What follows belongs to an exercise in optimizing a design on an open flow for small area; a production flow would make more cautious choices. Function was checked by simulation only, so behaviour that the tests miss may differ from the original. Power is estimated from default activity; no workload was simulated.

==> design.v <==
module datapath_legv8(
	input [4:0] DA, SA, SB, FS,
	input W_reg, W_ram, c_out, B_sel, B_en, ram_en, alu_en, D_en, clk, rst,
	input [63:0] k,
	input [7:0] addr,
	output [3:0] stat,
	output [63:0] f,
	output [15:0] r0, r1, r2, r3, r4, r5, r6, r7,
	output [7:0] ram_addr,
	output ram_we,
	output [63:0] ram_wdata,
	input [63:0] ram_rdata
	);
	wire [63:0] A_bus, B_bus, D_bus, Bm_n;
	wire [127:0] r_low;
	regfile_32x64 regfile (.rdA(A_bus), .rdB(B_bus), .raA(SA), .raB(SB), .w(W_reg), .wd(D_bus),
		.wa(DA), .rst(rst), .clk(clk), .low(r_low));
	assign {r7, r6, r5, r4, r3, r2, r1, r0} = r_low;
	wire bsel_n = ~B_sel;
	genvar i;
	generate
		for (i = 0; i < 64; i = i + 1) begin : bm
			muxi u (B_sel, bsel_n, B_bus[i], k[i], Bm_n[i]);
		end
	endgenerate
	alu_legv8 alu (.A(A_bus), .Bmn(Bm_n), .FS(FS), .C0(c_out), .F(f), .status(stat));
	generate
		for (i = 0; i < 64; i = i + 1) begin : db
			wire dn;
			aoi222 u (B_en, B_bus[i], alu_en, f[i], D_en, ram_rdata[i], dn);
			invg v (dn, D_bus[i]);
		end
	endgenerate
	wire ren_n = ~ram_en;
	generate
		for (i = 0; i < 8; i = i + 1) begin : ra
			wire an;
			muxi u (ram_en, ren_n, addr[i], f[i], an);
			invg v (an, ram_addr[i]);
		end
	endgenerate
	assign ram_we = W_ram;
	assign ram_wdata = D_bus;
endmodule
module regfile_32x64(
	output [63:0] rdA,
	output [63:0] rdB,
	input [4:0] raA,
	input [4:0] raB,
	input w,
	input [63:0] wd,
	input [4:0] wa,
	input rst,
	input clk,
	output [127:0] low);
	reg [30:0] valid;
	reg [63:0] R [0:30];
	wire [30:0] we, sA, sB;
	decoder_5to32 dw (we, wa, {31{1'b1}}, w);
	decoder_5to32 da (sA, raA, valid, 1'b1);
	decoder_5to32 db (sB, raB, valid, 1'b1);
	genvar i, b;
	generate
		for (i = 0; i < 31; i = i + 1) begin : g
			always @(posedge clk)
				if (we[i]) R[i] <= wd;
			always @(posedge clk or posedge rst)
				if (rst) valid[i] <= 1'b0;
				else if (we[i]) valid[i] <= 1'b1;
		end
		for (i = 0; i < 8; i = i + 1) begin : t
			for (b = 0; b < 16; b = b + 1) begin : tb
				and2g u (valid[i], R[i][b], low[16*i + b]);
			end
		end
		for (b = 0; b < 64; b = b + 1) begin : rb
			wire [30:0] col;
			for (i = 0; i < 31; i = i + 1) begin : c
				assign col[i] = R[i][b];
			end
			rdbit ma (sA, col, rdA[b]);
			rdbit mb (sB, col, rdB[b]);
		end
	endgenerate
endmodule
module decoder_5to32(o, i, e, ce);
	input [4:0] i;
	input [30:0] e;
	input ce;
	output [30:0] o;
	wire [3:0] lo = {i[1] & i[0], i[1] & ~i[0], ~i[1] & i[0], ~i[1] & ~i[0]};
	wire [7:0] hi;
	genvar j;
	generate
		for (j = 0; j < 8; j = j + 1) begin : h
			assign hi[j] = ce & (i[4:2] == j);
		end
		for (j = 0; j < 31; j = j + 1) begin : d
			and3g u (lo[j % 4], hi[j / 4], e[j], o[j]);
		end
	endgenerate
endmodule
module rdbit(input [30:0] s, input [30:0] d, output y);
	wire [10:0] n;
	genvar i;
	generate
		for (i = 0; i < 10; i = i + 1) begin : a
			aoi222 g (s[3*i], d[3*i], s[3*i+1], d[3*i+1], s[3*i+2], d[3*i+2], n[i]);
		end
	endgenerate
	nand2g g30 (s[30], d[30], n[10]);
	wire p0, p1, p2;
	nand4g q0 (n[0], n[1], n[2], n[3], p0);
	nand4g q1 (n[4], n[5], n[6], n[7], p1);
	nand3g q2 (n[8], n[9], n[10], p2);
	or3g q3 (p0, p1, p2, y);
endmodule
module muxi(input s, sn, a, b, output y);
	assign y = ~((s | a) & (sn | b));
endmodule
module aoi222(input a0, a1, b0, b1, c0, c1, output y);
	assign y = ~((a0 & a1) | (b0 & b1) | (c0 & c1));
endmodule
module oa22(input a0, a1, b0, b1, output y);
	assign y = (a0 | a1) & (b0 | b1);
endmodule
module ao21(input a0, a1, b, output y);
	assign y = (a0 & a1) | b;
endmodule
module nand2g(input a, b, output y);
	assign y = ~(a & b);
endmodule
module nand3g(input a, b, c, output y);
	assign y = ~(a & b & c);
endmodule
module nand4g(input a, b, c, d, output y);
	assign y = ~(a & b & c & d);
endmodule
module nor2g(input a, b, output y);
	assign y = ~(a | b);
endmodule
module or3g(input a, b, c, output y);
	assign y = a | b | c;
endmodule
module or4g(input a, b, c, d, output y);
	assign y = a | b | c | d;
endmodule
module and2g(input a, b, output y);
	assign y = a & b;
endmodule
module and3g(input a, b, c, output y);
	assign y = a & b & c;
endmodule
module and4g(input a, b, c, d, output y);
	assign y = a & b & c & d;
endmodule
module xor2g(input a, b, output y);
	assign y = a ^ b;
endmodule
module invg(input a, output y);
	assign y = ~a;
endmodule
module zero64(input [63:0] f, output z);
	wire [15:0] a;
	wire [3:0] b;
	genvar j;
	generate
		for (j = 0; j < 16; j = j + 1) begin : l1
			or4g u (f[4*j], f[4*j+1], f[4*j+2], f[4*j+3], a[j]);
		end
		for (j = 0; j < 4; j = j + 1) begin : l2
			or4g u (a[4*j], a[4*j+1], a[4*j+2], a[4*j+3], b[j]);
		end
	endgenerate
	wire o;
	or4g u3 (b[0], b[1], b[2], b[3], o);
	invg u4 (o, z);
endmodule
module alu_legv8(A, Bmn, FS, C0, F, status);
	input [63:0] A;
	input [63:0] Bmn;	 
	input [4:0] FS;
	input C0;
	output [63:0] F;
	output [3:0] status;  
	wire [63:0] As, Bs, g, p, sum;
	wire C;
	wire nfs0 = ~FS[0];
	genvar i;
	generate
		for (i = 0; i < 64; i = i + 1) begin : pre
			xor2g u1 (A[i], FS[1], As[i]);
			xor2g u2 (Bmn[i], nfs0, Bs[i]);
			and2g u3 (As[i], Bs[i], g[i]);
			xor2g u4 (As[i], Bs[i], p[i]);
		end
	endgenerate
	adder_64 adder (g, p, C0, sum, C);
	wire [63:0] xn, sn;
	wire [5:0] amt = ~Bmn[5:0];
	wire fs2n = ~FS[2];
	generate
		for (i = 0; i < 64; i = i + 1) begin : rv
			muxi u (FS[2], fs2n, A[i], A[63-i], xn[i]);
		end
	endgenerate
	shifter_64 shifter (xn, amt, sn);
	wire eg = ~FS[4] & ~FS[3];
	wire ep = ~FS[4] & FS[2];
	wire es = ~FS[4] & FS[3] & ~FS[2];
	wire eln = ~(FS[4] & ~FS[3] & ~FS[2]);
	wire ern = ~(FS[4] & ~FS[3] & FS[2]);
	generate
		for (i = 0; i < 64; i = i + 1) begin : om
			wire y1, y2;
			aoi222 u1 (eg, g[i], ep, p[i], es, sum[i], y1);
			oa22 u2 (eln, sn[i], ern, sn[63-i], y2);
			nand2g u3 (y1, y2, F[i]);
		end
	endgenerate
	wire Z;
	zero64 zf (F, Z);
	wire N = F[63];
	wire V = ~(As[63] ^ Bs[63]) & (F[63] ^ As[63]);
	assign status = {V, C, N, Z};
endmodule
module gp4(input [3:0] g, p, output G, P);
	wire t1, t2;
	ao21 u1 (p[1], g[0], g[1], t1);
	ao21 u2 (p[2], t1, g[2], t2);
	ao21 u3 (p[3], t2, g[3], G);
	and4g u4 (p[0], p[1], p[2], p[3], P);
endmodule
module pfx(input G, P, Gl, Pl, output Go, Po);
	ao21 u1 (P, Gl, G, Go);
	and2g u2 (P, Pl, Po);
endmodule
module sum4(input [3:0] g, p, input c, output [3:0] s);
	wire c1, c2, c3;
	ao21 u1 (p[0], c, g[0], c1);
	ao21 u2 (p[1], c1, g[1], c2);
	ao21 u3 (p[2], c2, g[2], c3);
	xor2g x0 (p[0], c, s[0]);
	xor2g x1 (p[1], c1, s[1]);
	xor2g x2 (p[2], c2, s[2]);
	xor2g x3 (p[3], c3, s[3]);
endmodule
module adder_64(g, p, Cin, S, Cout);
	input [63:0] g, p;	 
	input Cin;
	output [63:0] S;
	output Cout;
	wire [15:0] G0, P0;
	genvar j;
	generate
		for (j = 0; j < 16; j = j + 1) begin : blk
			gp4 u (g[4*j +: 4], p[4*j +: 4], G0[j], P0[j]);
		end
	endgenerate
	wire [7:0] G1, P1;    
	wire [3:0] G2, P2;    
	wire [1:0] G3, P3;    
	wire G4, P4;          
	generate
		for (j = 0; j < 8; j = j + 1) begin : l1
			pfx u (G0[2*j+1], P0[2*j+1], G0[2*j], P0[2*j], G1[j], P1[j]);
		end
		for (j = 0; j < 4; j = j + 1) begin : l2
			pfx u (G1[2*j+1], P1[2*j+1], G1[2*j], P1[2*j], G2[j], P2[j]);
		end
		for (j = 0; j < 2; j = j + 1) begin : l3
			pfx u (G2[2*j+1], P2[2*j+1], G2[2*j], P2[2*j], G3[j], P3[j]);
		end
	endgenerate
	pfx u4 (G3[1], P3[1], G3[0], P3[0], G4, P4);
	wire [16:0] C;
	assign C[0] = Cin;
	ao21 c1  (P0[0], C[0], G0[0], C[1]);
	ao21 c2  (P1[0], C[0], G1[0], C[2]);
	ao21 c4  (P2[0], C[0], G2[0], C[4]);
	ao21 c8  (P3[0], C[0], G3[0], C[8]);
	ao21 c16 (P4, C[0], G4, C[16]);
	ao21 c3  (P0[2], C[2], G0[2], C[3]);
	ao21 c6  (P1[2], C[4], G1[2], C[6]);
	ao21 c5  (P0[4], C[4], G0[4], C[5]);
	ao21 c7  (P0[6], C[6], G0[6], C[7]);
	ao21 c12 (P2[2], C[8], G2[2], C[12]);
	ao21 c10 (P1[4], C[8], G1[4], C[10]);
	ao21 c14 (P1[6], C[12], G1[6], C[14]);
	ao21 c9  (P0[8], C[8], G0[8], C[9]);
	ao21 c11 (P0[10], C[10], G0[10], C[11]);
	ao21 c13 (P0[12], C[12], G0[12], C[13]);
	ao21 c15 (P0[14], C[14], G0[14], C[15]);
	generate
		for (j = 0; j < 16; j = j + 1) begin : sm
			sum4 u (g[4*j +: 4], p[4*j +: 4], C[j], S[4*j +: 4]);
		end
	endgenerate
	assign Cout = C[16];
endmodule
module shl_stage #(parameter D = 1, parameter POL = 0) (input [63:0] i, input s, sn, output [63:0] o);
	genvar j;
	generate
		for (j = 0; j < 64; j = j + 1) begin : b
			if (j >= D) begin : m
				muxi u (s, sn, i[j], i[j-D], o[j]);
			end else if (POL == 0) begin : f0
				nand2g u (sn, i[j], o[j]);
			end else begin : f1
				nor2g u (s, i[j], o[j]);
			end
		end
	endgenerate
endmodule
module shifter_64(An, shift_amount, Ln);
	input [63:0] An;
	input [5:0] shift_amount;
	output [63:0] Ln;
	wire [5:0] n = ~shift_amount;
	wire [63:0] t0, t1, t2, t3, t4;
	shl_stage #(1, 1)  s0 (An, shift_amount[0], n[0], t0);
	shl_stage #(2, 0)  s1 (t0, shift_amount[1], n[1], t1);
	shl_stage #(4, 1)  s2 (t1, shift_amount[2], n[2], t2);
	shl_stage #(8, 0)  s3 (t2, shift_amount[3], n[3], t3);
	shl_stage #(16, 1) s4 (t3, shift_amount[4], n[4], t4);
	shl_stage #(32, 0) s5 (t4, shift_amount[5], n[5], Ln);
endmodule
==> run.sh <==
#!/bin/bash
# synth_recipe.tcl (not shown) runs the flow's synth.tcl, then flattens the netlist and writes it again
# the make line also repeats each setting of config.mk as NAME=value (left out here)
make -C /OpenROAD-flow-scripts/flow DESIGN_CONFIG=/design/flow/config.mk WORK_HOME=/design/flow/orfs CLKGATE_MAP_FILE= SYNTH_SCRIPT=/design/flow/synth_recipe.tcl finish
==> config.mk <==
export PLATFORM = sky130hd
export DESIGN_NAME = datapath_legv8
export DESIGN_NICKNAME = datapath_legv8
export VERILOG_FILES = /design/flow/design.v
export SDC_FILE = /design/flow/constraint.sdc
export NUM_CORES = 8
export LEC_CHECK = 0
export CAP_MARGIN = 20
export CORE_MARGIN = 2
export CORE_UTILIZATION = 50
export SETUP_SLACK_MARGIN = 0
export SLEW_MARGIN = 20
export SYNTH_HIERARCHICAL = 1
==> constraint.sdc <==
create_clock -name core_clock -period 14.0 [get_ports {clk}]
set_input_delay 2.8000 -clock core_clock [delete_from_list [all_inputs] [get_ports {clk}]]
set_output_delay 2.8000 -clock core_clock [all_outputs]
set_load 0.01 [all_outputs]
==> notes.md <==
[cells by family after synthesis]
logic type      Yosys count
buf+inv                  96
simple gates           1178
other cells               1
compound gates         2057
flops                  2015
xor+xnor                256
[cells in the final DEF, fill, tap and decap left out, drive strengths merged, types with 210 or more instances in the layout]
cell,instances
a222oi,1408
and2,210
buf,806
clkbuf,256
clkdlybuf4s50,424
edfxtp,1984
nand2,235
nand4,256
o22ai,458
xor2,256
[registers in the layout (all words and copies together), names as in the netlist]
register / cells
regfile.R: 1984
regfile.valid: 31
[power groups by stage]
stage	Combinational (mW)	Sequential (mW)	Clock (mW)
6_report	2.01	6.87	5.66
2_1_floorplan	0.868	6.96	0
4_1_cts	1.94	6.87	5.66
3_3_place_gp	1.92	6.99	0
5_1_grt	2.08	6.87	5.89
3_5_place_dp	1.93	6.99	0
[repair_timing]
action                     CTS  global route
setup endpoints to repair    1             1
gates resized for setup     11            37
buffers inserted             0             3
hold buffers                 0             0
pin swaps                    2            32
[through the flow]
stage	utilization, %	TNS [ns]	setup slack (ns)
floorplan	-	0	1.181
global placement	58.97	-0.2952	-0.2952
detailed placement	58.97	-0.2540	-0.2540
CTS	62.94	0	0.01738
global route	63.10	0	0.2435
finish	63.12	0	0.3858
[worst register-to-register path, stage by stage (launching register included)]
cell and delay, ns:
dfrtp_1 0.69, and3_4 0.46, a222oi_1 0.41, buf_4 0.17, nand4_1 0.28, buf_4 0.26
or3_1 0.36, o22ai_1 0.27, xor2_2 0.31, xor2_1 0.16, and4_1 0.26, and2_1 0.20
and2_1 0.27, a21o_1 0.24, a21o_1 0.20, buf_4 0.15, a21o_1 0.16, a21o_1 0.18
a21o_1 0.17, xor2_1 0.16, a222oi_1 0.28, nand2_1 0.14, buf_4 0.19, a222oi_1 0.73
inv_1 0.15, buf_4 0.30
[final cells by class]
class	instances	area (µm²)	share of cell area (%)
diodes	15	37.54	0.03384
repair buffers	1232	11920	10.75
multi-input cells	3538	28430	25.63
clock inverters	121	1495	1.348
well taps	2340	2928	2.640
flip-flops and latches	2015	60350	54.41
inverters	90	341.6	0.3079
clock buffers	256	5411	4.879
[path summary, 6_finish.rpt]
| path | start | end | slack [ns] |
|---|---|---|---|
| worst max-delay path | SA[4] | stat[0] | 0.39 |
| worst min-delay path | regfile.valid[29] | regfile.valid[29] | 0.51 |
| worst max register to register | regfile.valid[0] | regfile.R[12][27] | 6.55 |
| worst min register to register | regfile.valid[29] | regfile.valid[29] | 0.51 |
| max in group asynchronous | rst | regfile.valid[4] | 11.32 |
| min in group asynchronous | rst | regfile.valid[22] | 2.32 |
[metal layers]
metal / share of wire (%) / wire length, µm / up-vias
met4: 8.4 / 34740 / 18
met1: 33 / 137100 / 38260
met5: 0.032 / 135 / -
met2: 43 / 180800 / 7730
li1: - / - / 29780
met3: 15 / 63060 / 1655
[Yosys stat by module (local to each module, per instance), excerpt]
module,area (µm²),copies in the design,cells inside,flip-flops and latches
shifter_64,22.52,1,6,0
nand3g,5.005,128,1,0
oa22,8.758,64,1,0
datapath_legv8,15.01,1,3,0
decoder_5to32,118.9,3,12,0
ao21,7.507,127,1,0
and3g,6.256,93,1,0
or3g,6.256,128,1,0
==> impl_summary.log <==
INFO  metric logic_depth_of_the_worst_register_to_register_path = 25
INFO  metric power.switching = 3.694 mW
INFO  metric fin_crit = 13.61 ns
INFO  metric fin_hold_ws = 0.5123 ns
INFO  metric cell_with_the_largest_stage_delay_on_the_worst_path = clkdlybuf4s50_1
INFO  metric fin_nets = 7246
INFO  metric synthMuxAreaShare = 0%
INFO  metric critPathMostFrequentCell = a21o_1
INFO  metric h-tree-depth = 4
INFO  metric post-place-cells = 9211
INFO  metric yosys.area_share.simple = 7.676%
INFO  metric numClockSinks = 2015
INFO  metric clk_pin_slew = 0.06 ns
INFO  metric tritoncts = built
INFO  metric initial_core_util = 50.21%
INFO  metric critical-path-max-stage-delay = 0.68 ns
INFO  metric maxCapViolCount = 0
INFO  metric timing.final.setup_violations = 0
INFO  metric post_synthesis_xor_xnor_area_fraction = 2.541%
INFO  metric place.gp.congestion = 1.019
INFO  metric path_delay_family = simple AND/OR/NAND/NOR gates
INFO  metric post_synth_fa_ha_maj_area_fraction = 0%
INFO  metric synth.lib_cells_used.distinct = 30
INFO  metric detail_route.iter0.violations = 20340
INFO  metric yosys_warnings = 9
INFO  metric synth_compound_area_share = 20.94%
INFO  metric clock-skew-final = 0.07552 ns
INFO  metric finish.instance_area = 110900 µm²
INFO  metric max_freq = 73.45 MHz
INFO  metric p_leak = 38.24 nW
INFO  metric run_status = complete, no violations
INFO  metric totalWireLength = 415.8 mm
INFO  metric ys_seq_elements = 2015
INFO  metric grt_max_degree = 67
INFO  metric power.sequential.fraction = 47.2%
INFO  metric num_io_pins = 435
INFO  metric power.total = 14.54 mW
INFO  metric final_min_period_over_clock_period = 97.24%
INFO  metric final_cell_count_no_fill = 9607
INFO  metric synth_top_cells_by_area = edfxtp_1 (68%), a222oi_1 (16%), o22ai_1 (3.2%), xor2_1 (2.5%), nand4_1 (1.8%)
INFO  metric top_usage_layer = met2
INFO  metric dpl.hpwl = 283.1 mm
INFO  metric chipWidth = 424.1 µm
INFO  metric whs_path_depth = 1
INFO  metric layout.filler_cells = 13180
INFO  metric p_per_area = 131.0 nW/µm²
INFO  metric clock_insertion_delay_at_the_later_pin_of_the_skew_report = 0.90 ns
INFO  metric core_rows = 154
INFO  metric drive_above_1_share = 17.66%
INFO  metric synth_cells = 5603
INFO  metric end_kind = primary output
INFO  metric drc_errors = 0
INFO  metric synthDominantAreaCellType = edfxtp_1
INFO  metric core = 175700 µm²
INFO  metric slew_viol_final = 0
INFO  metric buffer_ports.inserted = 432
INFO  metric use_met1 = 55.26%
INFO  metric vias = 77440
INFO  metric die_y = 424.1 µm
INFO  metric antenna_violations_before_repair = 22
INFO  metric ys_top_cells_by_count = edfxtp_1 (1984), a222oi_1 (1408), o22ai_1 (457)
INFO  metric worst-endpoint-arrival = 10.81 ns
INFO  metric gr-total-overflow = 0
INFO  metric syn2layout_area_growth = 25.71%
INFO  metric grt.met2_usage = 66.99%
INFO  metric postPlaceCellArea = 103600 µm²
INFO  metric intPower = 10.84 mW
INFO  metric drt-pass1-iter-count = 17
INFO  metric unrepaired_setup_endpoints_after_global_routing = false
INFO  metric cts_root_buffer = clkbuf_16
INFO  metric synth-edff-count = 1984
INFO  metric avgViaCountPerCell = 8.061
INFO  metric worstSetupPathType = in2out
INFO  metric critical_path.max_fanout = 23
INFO  metric post_drt_wl_per_cell = 43.28 µm
INFO  metric ctsLongestPathBuffers = 3
INFO  metric worst_slew_margin_rel = 23.66%
INFO  metric most_frequent_cell_after_synthesis = edfxtp_1
INFO  metric synth_area = 88230 µm²
INFO  metric wp_depth = 28
INFO  metric worstPathRequired = 11.20 ns
INFO  metric asyncSetResetFlopFracSynth = 1.538%
INFO  metric synth_largest_type_area_fraction = 67.52%
INFO  metric gr-usage-all-layers = 44.72%
INFO  metric dieArea = 179800 µm²
INFO  metric holdCritPathClass = reg2reg
INFO  metric grt_first_pass_wirelength = 563.0 mm
INFO  metric ys_dominant_reg_cell = edfxtp_1
INFO  metric power.share.combinational = 13.8%
INFO  metric grt.met3_usage = 14.59%
INFO  metric drt.antenna.violating_nets = 0
INFO  metric critical_path.n_buffers_inverters = 4
INFO  metric critPathLaunchType = input port
INFO  metric worst_pin_slew = 1.145 ns
INFO  metric postSynthAreaPerCell = 15.75 µm²
INFO  metric share_clk_of_total_power = 39.0%
INFO  metric vdd_drop_max = 0.0001927 V
INFO  metric grt_pass1_vias = 72630
INFO  metric synth_top_family_by_area = compound AO/OA/AOI/OAI gates
INFO  metric cts-buffers-inserted = 203
INFO  metric swShare = 25.41%
INFO  metric synth-seq-area-share = 68.40%
INFO  metric report.final.hold_viol_count = 0

==> what the ideal ports hide <==
The results above use ideal ports. As a check the final layout listed here was re-extracted and re-timed, cells and wires unchanged. Step 1 assumes that a clkbuf_16 drives the clock port and a buf_2 every other input. Step 2 adds t to the input delays and takes it off the output delays; t is the mean of the earliest and latest rising clock arrival at the registers after step 1. Input paths then give back, and output paths get back, about the clock's delay inside the block. Three values: no drivers, after step 1, after step 2; two values: the first two.
shift t [ns]: 0.952
slack for setup (ns): 0.386 / 0.360 / 0.360
worst setup path at the end: input to output
slew at the worst register clock pin (ns): 0.07 / 0.07
cell pins on the clock port's net: 1
After both steps setup and hold are still met in this run. For this run, drivers alone change the setup slack by -0.026 ns; drivers and shift together by -0.026 ns.
